Context: an optimization exercise on an open-source flow, tuned for small area. The choices shown serve that exercise and are no tape-out recipe.
Only simulation tests tie the RTL to the original design; equivalence was not proved.
Power and IR drop assume default switching activity.

==> module timer_top, before the edit <==
module timer_top (
input wire sys_clk,
input wire sys_rst_n,
input wire dbg_mode,
input wire [11:0] tim_paddr,
input wire tim_psel,
input wire tim_penable,
input wire tim_pwrite,
input wire [31:0] tim_pwdata,
input wire [3:0] tim_pstrb,
output reg [31:0] tim_prdata,
output wire tim_pready,
output wire tim_pslverr,
output wire tim_int
);
reg rst_q;    
reg rdy;
always @(posedge sys_clk or negedge sys_rst_n)
	if (!sys_rst_n) rdy <= 1'b0;
	else            rdy <= tim_psel & tim_penable & ~rdy;
wire wr = rdy & tim_pwrite;
wire rd = rdy & ~tim_pwrite;
assign tim_pready = rdy;
wire       a_ok = (tim_paddr[11:5] == 7'd0) && (tim_paddr[1:0] == 2'd0);
wire [2:0] ai   = tim_paddr[4:2];
wire [31:0] d   = tim_pwdata;
wire [3:0]  s   = tim_pstrb;
wire tcr_w   = wr & a_ok & (ai == 3'd0);
wire tdr0_w  = wr & a_ok & (ai == 3'd1);
wire tdr1_w  = wr & a_ok & (ai == 3'd2);
wire tcmp0_w = wr & a_ok & (ai == 3'd3);
wire tcmp1_w = wr & a_ok & (ai == 3'd4);
wire tier_w  = wr & a_ok & (ai == 3'd5) & s[0];
wire tisr_w  = wr & a_ok & (ai == 3'd6) & s[0];
wire thcsr_w = wr & a_ok & (ai == 3'd7) & s[0];
reg       timer_en, div_en, int_en, int_st, halt_req, halt_ack;
reg [3:0] div_val;
wire [3:0] pdv    = d[11:8];
wire       pdv_bad = pdv[3] & (pdv[2:0] != 3'd0);
wire       dv_same = (pdv == div_val);
wire te_clr = tcr_w & ( ((s[1:0] == 2'b11) && (d == 32'h0))
			| (s[0] && timer_en && !div_en && (d[1:0] == 2'b00) && dv_same)
			| (s[0] && timer_en &&  div_en && (d[1:0] == 2'b10) && dv_same) );
wire te_keep = (s[1] & (pdv_bad | timer_en)) | (timer_en & (d[1] ^ div_en));
wire te_nxt  = te_clr ? 1'b0 : ((tcr_w & s[0]) ? (te_keep ? timer_en : d[0]) : timer_en);
wire de_nxt = (tcr_w & s[0] & ~timer_en) ? ((pdv_bad & s[1]) ? div_en : d[1]) : div_en;
wire [3:0] dv_nxt = (tcr_w & s[1] & ~timer_en & ~pdv_bad) ? pdv : div_val;
assign tim_pslverr = tcr_w & ( (timer_en & s[1] & ~dv_same)
			| (timer_en & s[0] & (d[1] ^ div_en))
			| (pdv_bad & s[1]) );
wire halt = halt_req & dbg_mode;
reg  [7:0] int_cnt;
reg        pulse;
wire [7:0] max_nxt;
genvar gi;
generate for (gi = 0; gi < 8; gi = gi + 1) begin : g_max
	assign max_nxt[gi] = dv_nxt[3] | (dv_nxt[2:0] > gi);
end endgenerate
wire dv_nz  = (div_val != 4'd0);
wire run_en = timer_en & (~div_en | ~dv_nz | pulse);
wire [7:0] ic_nxt = halt ? int_cnt :
		(~div_en | ~timer_en | pulse) ? 8'd0 :
		(dv_nz ? int_cnt + 8'd1 : int_cnt);
wire pulse_nxt = (ic_nxt == max_nxt);
reg  [63:0] cnt;
wire [7:0] blk_one, blk_pre;
wire [63:0] cy;
generate for (gi = 0; gi < 8; gi = gi + 1) begin : g_blk
	assign blk_one[gi] = &cnt[8*gi+7:8*gi];
	if (gi == 0) begin : g0
		assign blk_pre[gi] = 1'b1;
	end else begin : gn
		assign blk_pre[gi] = blk_pre[gi-1] & blk_one[gi-1];
	end
end endgenerate
wire [7:0] blk_cy;
timer_cen u_cen (.halt_req(halt_req), .dbg_mode(dbg_mode),
	.run_en(run_en), .blk_pre(blk_pre), .cy(blk_cy));
generate for (gi = 0; gi < 64; gi = gi + 1) begin : g_cy
	if (gi % 8 == 0) begin : gb
		assign cy[gi] = blk_cy[gi/8];
	end else begin : gr
		assign cy[gi] = cy[gi-1] & cnt[gi-1];
	end
end endgenerate
wire [63:0] inc = cnt ^ cy;
wire cnt_clr = (timer_en & ~te_nxt) | ~rst_q;
wire [7:0] wb = {{4{tdr1_w}} & s, {4{tdr0_w}} & s};
reg  [63:0] cnt_nxt;
integer k;
always @(*) begin
	for (k = 0; k < 64; k = k + 1)
		cnt_nxt[k] = cnt_clr ? 1'b0 : (wb[k/8] ? d[k%32] : inc[k]);
end
reg  [63:0] ncmp;    
wire [7:0] cb = {{4{tcmp1_w}} & s, {4{tcmp0_w}} & s} | {8{~rst_q}};
wire [31:0] ncd = ~d & {32{rst_q}};
reg  [63:0] cmp_nxt;
always @(*) begin
	for (k = 0; k < 64; k = k + 1)
		cmp_nxt[k] = cb[k/8] ? ncd[k%32] : ncmp[k];
end
wire [63:0] cmp = ~ncmp;
wire eq = (inc == cmp);
always @(posedge sys_clk or negedge sys_rst_n)
	if (!sys_rst_n) rst_q <= 1'b0;
	else            rst_q <= 1'b1;
always @(posedge sys_clk) begin
	if (!rst_q) begin
		timer_en <= 1'b0;
		div_en   <= 1'b0;
		div_val  <= 4'd1;
		int_en   <= 1'b0;
		int_st   <= 1'b0;
		halt_req <= 1'b0;
		halt_ack <= 1'b0;
		int_cnt  <= 8'd0;
		pulse    <= 1'b0;
	end else begin
		timer_en <= te_nxt;
		div_en   <= de_nxt;
		div_val  <= dv_nxt;
		int_en   <= tier_w ? d[0] : int_en;
		int_st   <= (tisr_w & d[0]) ? 1'b0 : (eq | int_st);
		halt_req <= thcsr_w ? d[0] : halt_req;
		halt_ack <= dbg_mode & halt_req;
		int_cnt  <= ic_nxt;
		pulse    <= pulse_nxt;
	end
end
always @(posedge sys_clk) begin
	cnt  <= cnt_nxt;
	ncmp <= cmp_nxt;
end
assign tim_int = int_en & int_st & rst_q;
always @(*) begin
	tim_prdata = 32'h0;
	if (rd & a_ok)
		case (ai)
			3'd0: tim_prdata = {20'b0, div_val, 6'b0, div_en, timer_en};
			3'd1: tim_prdata = inc[31:0];
			3'd2: tim_prdata = inc[63:32];
			3'd3: tim_prdata = cmp[31:0];
			3'd4: tim_prdata = cmp[63:32];
			3'd5: tim_prdata = {31'b0, int_en};
			3'd6: tim_prdata = {31'b0, int_st};
			3'd7: tim_prdata = {30'b0, halt_ack, halt_req};
		endcase
end
endmodule
Settings: LEC_CHECK=0, CAP_MARGIN=20, CORE_MARGIN=2, CORE_UTILIZATION=40, SLEW_MARGIN=20, SYNTH_HIERARCHICAL=1; clock period 5.5 ns.
standard.sh (not shown) runs the stock make flow with config.mk's settings and CLKGATE_MAP_FILE= SYNTH_SCRIPT=/design/flow/synth_recipe.tcl, a recipe that flattens the netlist after the stock synthesis.
==> flow/flow/run.sh <==
#!/bin/bash
# The standard ORFS layout, with:
#  - port buffers of sky130_fd_sc_hd__buf_1
#  - clock tree of clkbuf_8, without dummy loads
#  - the standard flow's synthesis script, with only ABC's mapping script replaced by flow/abc.script
set -o pipefail
here=$(pwd)
export BUFFER_PORTS_ARGS="-buffer_cell sky130_fd_sc_hd__buf_1"
export CTS_ARGS="-sink_clustering_enable -repair_clock_nets -dont_use_dummy_load -buf_list sky130_fd_sc_hd__clkbuf_8"
{
  echo "proc abc {args} {"
  echo "  set i [lsearch -exact \$args -script]"
  echo "  if {\$i >= 0} { lset args [expr {\$i + 1}] $here/flow/abc.script }"
  echo "  yosys abc {*}\$args"
  echo "}"
  cat synth_recipe.tcl
} > my_synth.tcl
sed "s#SYNTH_SCRIPT=[^ ]*#SYNTH_SCRIPT=$here/my_synth.tcl#" standard.sh > my_standard.sh
bash my_standard.sh > standard.log 2>&1
==> flow/flow/abc.script <==
strash
dch
&get -n
&st
&dch
&nf
&put
==> next run, changes <==
--- a/flow/design.v
+++ b/flow/design.v
@@ -65,16 +65,22 @@
 reg  [63:0] cnt;
 wire [7:0] blk_one, blk_pre;
 wire [63:0] cy;
 generate for (gi = 0; gi < 8; gi = gi + 1) begin : g_blk
 	assign blk_one[gi] = &cnt[8*gi+7:8*gi];
-	if (gi == 0) begin : g0
-		assign blk_pre[gi] = 1'b1;
-	end else begin : gn
-		assign blk_pre[gi] = blk_pre[gi-1] & blk_one[gi-1];
-	end
 end endgenerate
+wire p2, p4;
+assign blk_pre[0] = 1'b1;
+assign blk_pre[1] = blk_one[0];
+timer_and2 u_p2 (.a(blk_one[0]), .b(blk_one[1]), .y(p2));
+timer_and2 u_p3 (.a(p2), .b(blk_one[2]), .y(blk_pre[3]));
+timer_and3 u_p4 (.a(p2), .b(blk_one[2]), .c(blk_one[3]), .y(p4));
+timer_and2 u_p5 (.a(p4), .b(blk_one[4]), .y(blk_pre[5]));
+timer_and3 u_p6 (.a(p4), .b(blk_one[4]), .c(blk_one[5]), .y(blk_pre[6]));
+timer_and4 u_p7 (.a(p4), .b(blk_one[4]), .c(blk_one[5]), .d(blk_one[6]), .y(blk_pre[7]));
+assign blk_pre[2] = p2;
+assign blk_pre[4] = p4;
 wire [7:0] blk_cy;
 timer_cen u_cen (.halt_req(halt_req), .dbg_mode(dbg_mode),
 	.run_en(run_en), .blk_pre(blk_pre), .cy(blk_cy));
 generate for (gi = 0; gi < 64; gi = gi + 1) begin : g_cy
 	if (gi % 8 == 0) begin : gb
@@ -84,15 +90,17 @@
 	end
 end endgenerate
 wire [63:0] inc = cnt ^ cy;
 wire cnt_clr = (timer_en & ~te_nxt) | ~rst_q;
 wire [7:0] wb = {{4{tdr1_w}} & s, {4{tdr0_w}} & s};
+wire [7:0] cnt_ld  = wb & ~{8{cnt_clr}};
+wire [7:0] cnt_inc = ~wb & ~{8{cnt_clr}};
 reg  [63:0] cnt_nxt;
 integer k;
 always @(*) begin
 	for (k = 0; k < 64; k = k + 1)
-		cnt_nxt[k] = cnt_clr ? 1'b0 : (wb[k/8] ? d[k%32] : inc[k]);
+		cnt_nxt[k] = (cnt_ld[k/8] & d[k%32]) | (cnt_inc[k/8] & inc[k]);
 end
 reg  [63:0] ncmp;    
 wire [7:0] cb = {{4{tcmp1_w}} & s, {4{tcmp0_w}} & s} | {8{~rst_q}};
 wire [31:0] ncd = ~d & {32{rst_q}};
 reg  [63:0] cmp_nxt;
@@ -155,5 +163,14 @@
 input wire [7:0] blk_pre,
 output wire [7:0] cy
 );
 assign cy = blk_pre & {8{run_en & ~(halt_req & dbg_mode)}};
 endmodule
+module timer_and2 (input wire a, input wire b, output wire y);
+assign y = a & b;
+endmodule
+module timer_and3 (input wire a, input wire b, input wire c, output wire y);
+assign y = a & b & c;
+endmodule
+module timer_and4 (input wire a, input wire b, input wire c, input wire d, output wire y);
+assign y = a & b & c & d;
+endmodule
What happened: Core utilization decreases by 0.96 points; design area decreases by a few percent; non-clock buffer count decreases by 11; sequential share of layout area increases by 2.1 points; area after synthesis decreases by a few percent; clock-buffer cell count does not change; worst setup slack gains 440 ps; routed wire length decreases by a little under a tenth; hold slack gains 5.6 ps; register-to-register slack gains 290 ps; first-iteration DRC count decreases slightly; total power decreases slightly; final cell count decreases by roughly a tenth.

## re-timing with driven ports
In the flow no input, the clock included, has a driving cell. The finished layouts below were timed again as built, in two steps.
Step 1 (the two cells are an assumption about what drives the block):
set clk [get_ports {sys_clk}]
set_driving_cell -lib_cell sky130_fd_sc_hd__clkbuf_16 $clk
set_driving_cell -lib_cell sky130_fd_sc_hd__buf_2 [delete_from_list [all_inputs] $clk]
Step 2, shift: input delay + t, output delay - t, t = (earliest + latest rising clock arrival at the registers) / 2. This alone moves slack from input paths to output paths.
Three values: no drivers, after step 1, after step 2; two values: the first two.
run	t, ns	setup WS [ns]	latest minus earliest clock arrival (ns)	slew at the worst register clock pin (ns)
the first run	0.484	0.097 / 0.060 / 0.544	0.036 / 0.036	0.09 / 0.09
the second run	0.480	0.538 / 0.498 / 0.652	0.029 / 0.029	0.08 / 0.08
After both steps setup and hold are still met in every run listed.
